Background: an optimization exercise with open tools, aiming at small area, a short achievable clock period and few clock cycles. Do not read the settings as production practice. Where RTL was checked, it was by simulation tests only, not by an equivalence proof against the original. Power is estimated from default activity; no workload was simulated.

==> flow/design.v <==
module rle (
    clk,
    nreset,
    start,
    message_addr,
    message_size,
    rle_addr,
    rle_size,
    done,
    port_A_data_in,
    port_A_data_out,
    port_A_addr,
    port_A_we
    );
input   clk;
input   nreset;
input   start;
input   [31:0] message_addr;
input   [31:0] message_size;
input   [31:0] rle_addr;
input   [31:0] port_A_data_out;
output reg [31:0] port_A_data_in;
output  [15:0] port_A_addr;
output reg port_A_we;
output  [31:0] rle_size;
output  done;
reg        busy;        
reg        rnew;        
reg        dv;          
reg        dlast;       
reg [31:0] q;           
reg        qe0;         
reg        q_v;         
reg        qlast;       
reg [1:0]  qlst;        
reg [3:1]  qne;         
reg [3:1]  qok;         
reg        fl;          
reg [13:0] rleft;       
reg [1:0]  lastidx;     
reg [13:0] raddr;
reg [13:0] waddr;
reg [7:0]  v;           
reg [7:0]  c;           
reg        have;        
reg [7:0]  rem_b;       
reg [7:0]  rem_rv;      
reg        rem_rc2;     
reg        rem_v;
reg        rem_2;       
reg        rem_b1;      
reg [15:0] pend;        
reg        pend_v;
reg [13:0] rsw;         
reg        odd;         
assign done = ~busy;
assign rle_size = {16'd0, rsw, odd, 1'b0};
reg         asel;       
assign port_A_addr = {asel ? waddr : raddr, 2'b00};
wire [31:0] x = port_A_data_out;
wire        cap = dv & ~(q_v & rem_v);
wire [1:0]  xlst = dlast ? lastidx : 2'd3;
always @(posedge clk) begin
    if (cap) begin
        q <= x;
        qe0 <= (x[7:0] == q[31:24]);
        qlast <= dlast;
        qlst <= xlst;
        qok <= {xlst == 2'd3, xlst[1], xlst != 2'd0};
        qne <= {(xlst == 2'd3) & (x[31:24] != x[23:16]),
                xlst[1] & (x[23:16] != x[15:8]),
                (xlst != 2'd0) & (x[15:8] != x[7:0])};
    end
end
wire [31:0] d = q;
wire        dact = q_v & ~rem_v;             
wire        flush = fl & ~rem_v;             
wire        act = rem_v | q_v | fl;
wire [1:0]  dlst = qlst;
wire eq0 = qe0;
wire eq1 = ~qne[1];
wire eq2 = ~qne[2];
wire c255 = (c == 8'd255);
wire c254 = (c == 8'd254);
wire c253 = (c == 8'd253);
wire c252 = (c == 8'd252);
wire [3:0] dbnd;
assign dbnd[0] = have & (~eq0 | c255);
assign dbnd[1] = qne[1] | (qok[1] & c254 & eq0);
assign dbnd[2] = qne[2] | (qok[2] & c253 & eq0 & eq1);
assign dbnd[3] = qne[3] | (qok[3] & c252 & eq0 & eq1 & eq2);
wire [3:0] b = dbnd;
wire d_nb0 = ~|b;
wire d_ge2 = (b[0] & b[1]) | (b[0] & b[2]) | (b[0] & b[3]) |
             (b[1] & b[2]) | (b[1] & b[3]) | (b[2] & b[3]);
wire d_nb3 = (b[0] & b[1] & b[2]) | (b[0] & b[1] & b[3]) |
             (b[0] & b[2] & b[3]) | (b[1] & b[2] & b[3]);
wire d_three = b[0] & b[1] & b[2];           
wire [3:0] f1;
assign f1[0] = b[0];
assign f1[1] = b[1] & ~b[0];
assign f1[2] = b[2] & ~b[1] & ~b[0];
assign f1[3] = b[3] & ~b[2] & ~b[1] & ~b[0];
wire [7:0] c1 = c + 8'd1;
wire [7:0] c2 = c + 8'd2;
wire [7:0] c3 = c + 8'd3;
wire [7:0] veff = have ? v : d[7:0];         
wire [7:0] d_len1 = ({8{f1[0]}} & c) | ({8{f1[1]}} & c1) |
                    ({8{f1[2]}} & c2) | ({8{f1[3]}} & c3);
wire [7:0] d_val2 = ({8{f1[0]}} & d[7:0]) | ({8{f1[1]}} & d[15:8]) |
                    ({8{f1[2]}} & d[23:16]);
reg  [1:0] d_len2;      
always @(*) begin
    case (b[2:0])
    3'b101:  d_len2 = 2'd2;
    3'b001:  d_len2 = b[3] ? 2'd3 : 2'd1;
    3'b010:  d_len2 = b[3] ? 2'd2 : 2'd1;
    default: d_len2 = 2'd1;
    endcase
end
reg [7:0] vlast;
always @(*) begin
    case (dlst)
    2'd0: vlast = d[7:0];
    2'd1: vlast = d[15:8];
    2'd2: vlast = d[23:16];
    default: vlast = d[31:24];
    endcase
end
reg [2:0] d_cs;
always @(*) begin
    if (b[3])
        d_cs = 3'd1;
    else if (b[2])
        d_cs = {1'b0, dlst} - 3'd1;
    else if (b[1])
        d_cs = {1'b0, dlst};
    else
        d_cs = {1'b0, dlst} + 3'd1;
end
wire [7:0] clast = c + {6'd0, dlst} + 8'd1;
wire [7:0] d_c = d_nb0 ? clast : {5'd0, d_cs};
wire r_two = rem_v & rem_2 & rem_b1;
wire [15:0] p1 = dact ? {veff, d_len1} :
                 rem_v ? {rem_rv, 6'd0, rem_rc2, ~rem_rc2} : {v, c};
wire [15:0] p2 = dact ? {d_val2, 6'd0, d_len2} : {rem_b, 8'd1};
wire nb0 = dact ? d_nb0 : ~(rem_v | flush);
wire ge2 = dact ? d_ge2 : r_two;
wire nb1 = ~nb0 & ~ge2;
wire nb3 = dact & d_nb3;
wire [7:0] c_n = dact ? d_c : {6'd0, rem_2 & ~rem_b1, ~(rem_2 & ~rem_b1)};
wire        out = flush | ge2 | (~nb0 & pend_v);
wire [31:0] ow = pend_v ? {p1, pend} : {flush ? 16'd0 : p2, p1};
always @(posedge clk or negedge nreset) begin
    if (!nreset) begin
        busy <= 1'b0;
        rnew <= 1'b0;
        dv <= 1'b0;
        q_v <= 1'b0;
        rem_v <= 1'b0;
        fl <= 1'b0;
        port_A_we <= 1'b0;
    end else if (!busy) begin
        port_A_we <= 1'b0;
        rem_v <= 1'b0;
        dv <= 1'b0;
        q_v <= 1'b0;
        fl <= 1'b0;
        busy <= start;
        rnew <= start;
    end else begin
        port_A_we <= out;
        rnew <= ~out & (rnew ? (rleft != 14'd1) : (rleft != 14'd0));
        dv <= rnew | (dv & ~cap);
        q_v <= cap | (q_v & rem_v);
        rem_v <= dact & nb3;
        fl <= fl | (dact & qlast);
        if (flush)
            busy <= 1'b0;
    end
end
always @(posedge clk) begin
    rem_b <= d[23:16];
    rem_rv <= d_three ? d[15:8] : d[23:16];
    rem_rc2 <= ~(d_three | b[2]);
    rem_2 <= d_three & (dlst == 2'd3);
    rem_b1 <= dbnd[3];
    port_A_data_in <= ow;
    asel <= busy & out;
end
always @(posedge clk) begin
    if (!busy) begin
        raddr <= message_addr[15:2];
        waddr <= rle_addr[15:2];
        rleft <= message_size[15:2] + {13'd0, message_size[1:0] != 2'd0};
        lastidx <= message_size[1:0] - 2'd1;
        c <= 8'd0;
        have <= 1'b0;
        pend_v <= 1'b0;
        if (start) begin
            rsw <= 14'd0;
            odd <= 1'b0;
        end
    end else begin
        if (rnew) begin
            raddr <= raddr + 14'd1;
            rleft <= rleft - 14'd1;
            dlast <= (rleft == 14'd1);
        end
        if (port_A_we)
            waddr <= waddr + 14'd1;
        if (act) begin
            have <= 1'b1;
            if (dact)
                v <= vlast;
            c <= c_n;
        end
        if (act & ~nb0)
            pend <= pend_v ? p2 : p1;
        pend_v <= pend_v ^ (act & nb1);
        rsw <= rsw + {13'd0, port_A_we} + {13'd0, flush & pend_v};
        if (flush)
            odd <= ~pend_v;
    end
end
endmodule
clock: 4.5 ns
lec_check: 0
cap_margin: 20
core_margin: 2
core_utilization: 60
setup_slack_margin: 2.2
slew_margin: 20
standard.sh (not shown) runs the stock make flow with config.mk's settings and CLKGATE_MAP_FILE= SYNTH_SCRIPT=/design/flow/synth_recipe.tcl, a recipe that flattens the netlist after the stock synthesis.
==> flow/flow/run.sh <==
#!/bin/bash
# Standard layout, with plain buf_1 cells as the port buffers and a clock
# tree of smaller buffers without dummy loads.
export BUFFER_PORTS_ARGS="-buffer_cell sky130_fd_sc_hd__buf_1"
export CTS_ARGS="-sink_clustering_enable -repair_clock_nets -buf_list {sky130_fd_sc_hd__clkbuf_4 sky130_fd_sc_hd__clkbuf_8} -dont_use_dummy_load"
bash standard.sh > standard.log 2>&1
Testbench counts at the start, summed over its fixed seeds: cycles 6,649.
Rerun with:
--- a/flow/design.v
+++ b/flow/design.v
@@ -52,14 +52,16 @@
 reg [15:0] pend;        
 reg        pend_v;
 reg [13:0] rsw;         
 reg        odd;         
 assign done = ~busy;
 assign rle_size = {16'd0, rsw, odd, 1'b0};
-reg         asel;       
-assign port_A_addr = {asel ? waddr : raddr, 2'b00};
+reg  [13:0] aword;      
+assign port_A_addr = {aword, 2'b00};
+wire [13:0] raddr_n = rnew ? raddr + 14'd1 : raddr;
+wire [13:0] waddr_n = port_A_we ? waddr + 14'd1 : waddr;
 wire [31:0] x = port_A_data_out;
 wire        cap = dv & ~(q_v & rem_v);
 wire [1:0]  xlst = dlast ? lastidx : 2'd3;
 always @(posedge clk) begin
     if (cap) begin
         q <= x;
@@ -183,35 +185,36 @@
     rem_b <= d[23:16];
     rem_rv <= d_three ? d[15:8] : d[23:16];
     rem_rc2 <= ~(d_three | b[2]);
     rem_2 <= d_three & (dlst == 2'd3);
     rem_b1 <= dbnd[3];
     port_A_data_in <= ow;
-    asel <= busy & out;
 end
 always @(posedge clk) begin
     if (!busy) begin
         raddr <= message_addr[15:2];
         waddr <= rle_addr[15:2];
+        aword <= message_addr[15:2];
         rleft <= message_size[15:2] + {13'd0, message_size[1:0] != 2'd0};
         lastidx <= message_size[1:0] - 2'd1;
         c <= 8'd0;
         have <= 1'b0;
         pend_v <= 1'b0;
         if (start) begin
             rsw <= 14'd0;
             odd <= 1'b0;
         end
     end else begin
         if (rnew) begin
-            raddr <= raddr + 14'd1;
+            raddr <= raddr_n;
             rleft <= rleft - 14'd1;
             dlast <= (rleft == 14'd1);
         end
         if (port_A_we)
-            waddr <= waddr + 14'd1;
+            waddr <= waddr_n;
+        aword <= out ? waddr_n : raddr_n;
         if (act) begin
             have <= 1'b1;
             if (dact)
                 v <= vlast;
             c <= c_n;
         end
Result:
- The changed run completed with no timing, DRC or antenna violations
- via count increases by 11%
- first-iteration DRC count decreases by 6.2%
- non-clock buffer count increases by 43
- power increases by 14%
- wire length increases by 13%
- final cell count increases by 9.2%
- clock-buffer cell count increases by 19
- sequential share of layout area decreases by 2.4 points
- combinational power increases by 13%
- die area increases by 4.9%
- sequential cell count increases by 13
- clock skew increases by 10 ps
The RTL of the second run of this note was laid out without a check of its function.

re-timing with driven ports:
The results above use ideal ports. As a check the final layouts listed here were re-extracted and re-timed, cells and wires unchanged.
Step 1, drivers: a clkbuf_16 drives clk and a buf_2 each remaining input, both assumed.
Step 2, shift: input delay + t, output delay - t, t = (earliest + latest rising clock arrival at the registers) / 2. This alone moves slack from input paths to output paths.
a / b / c = no drivers / after step 1 / after step 2; a / b = the first two.
run	shift t [ns]	setup WS [ns]	hold slack, ns	worst setup path after step 2	latest minus earliest clock arrival (ns)
the first run	0.515	2.169 / 2.127 / 1.938	0.318 / 0.324 / 0.444	input to register	0.035 / 0.036
the second run	0.554	2.043 / 2.043 / 2.014	0.289 / 0.300 / 0.418	input to register	0.047 / 0.046
After both steps every run listed still meets setup and hold. The setup slack of the first run, which loses most, moves by -0.042 ns with the drivers and by -0.231 ns with both steps.
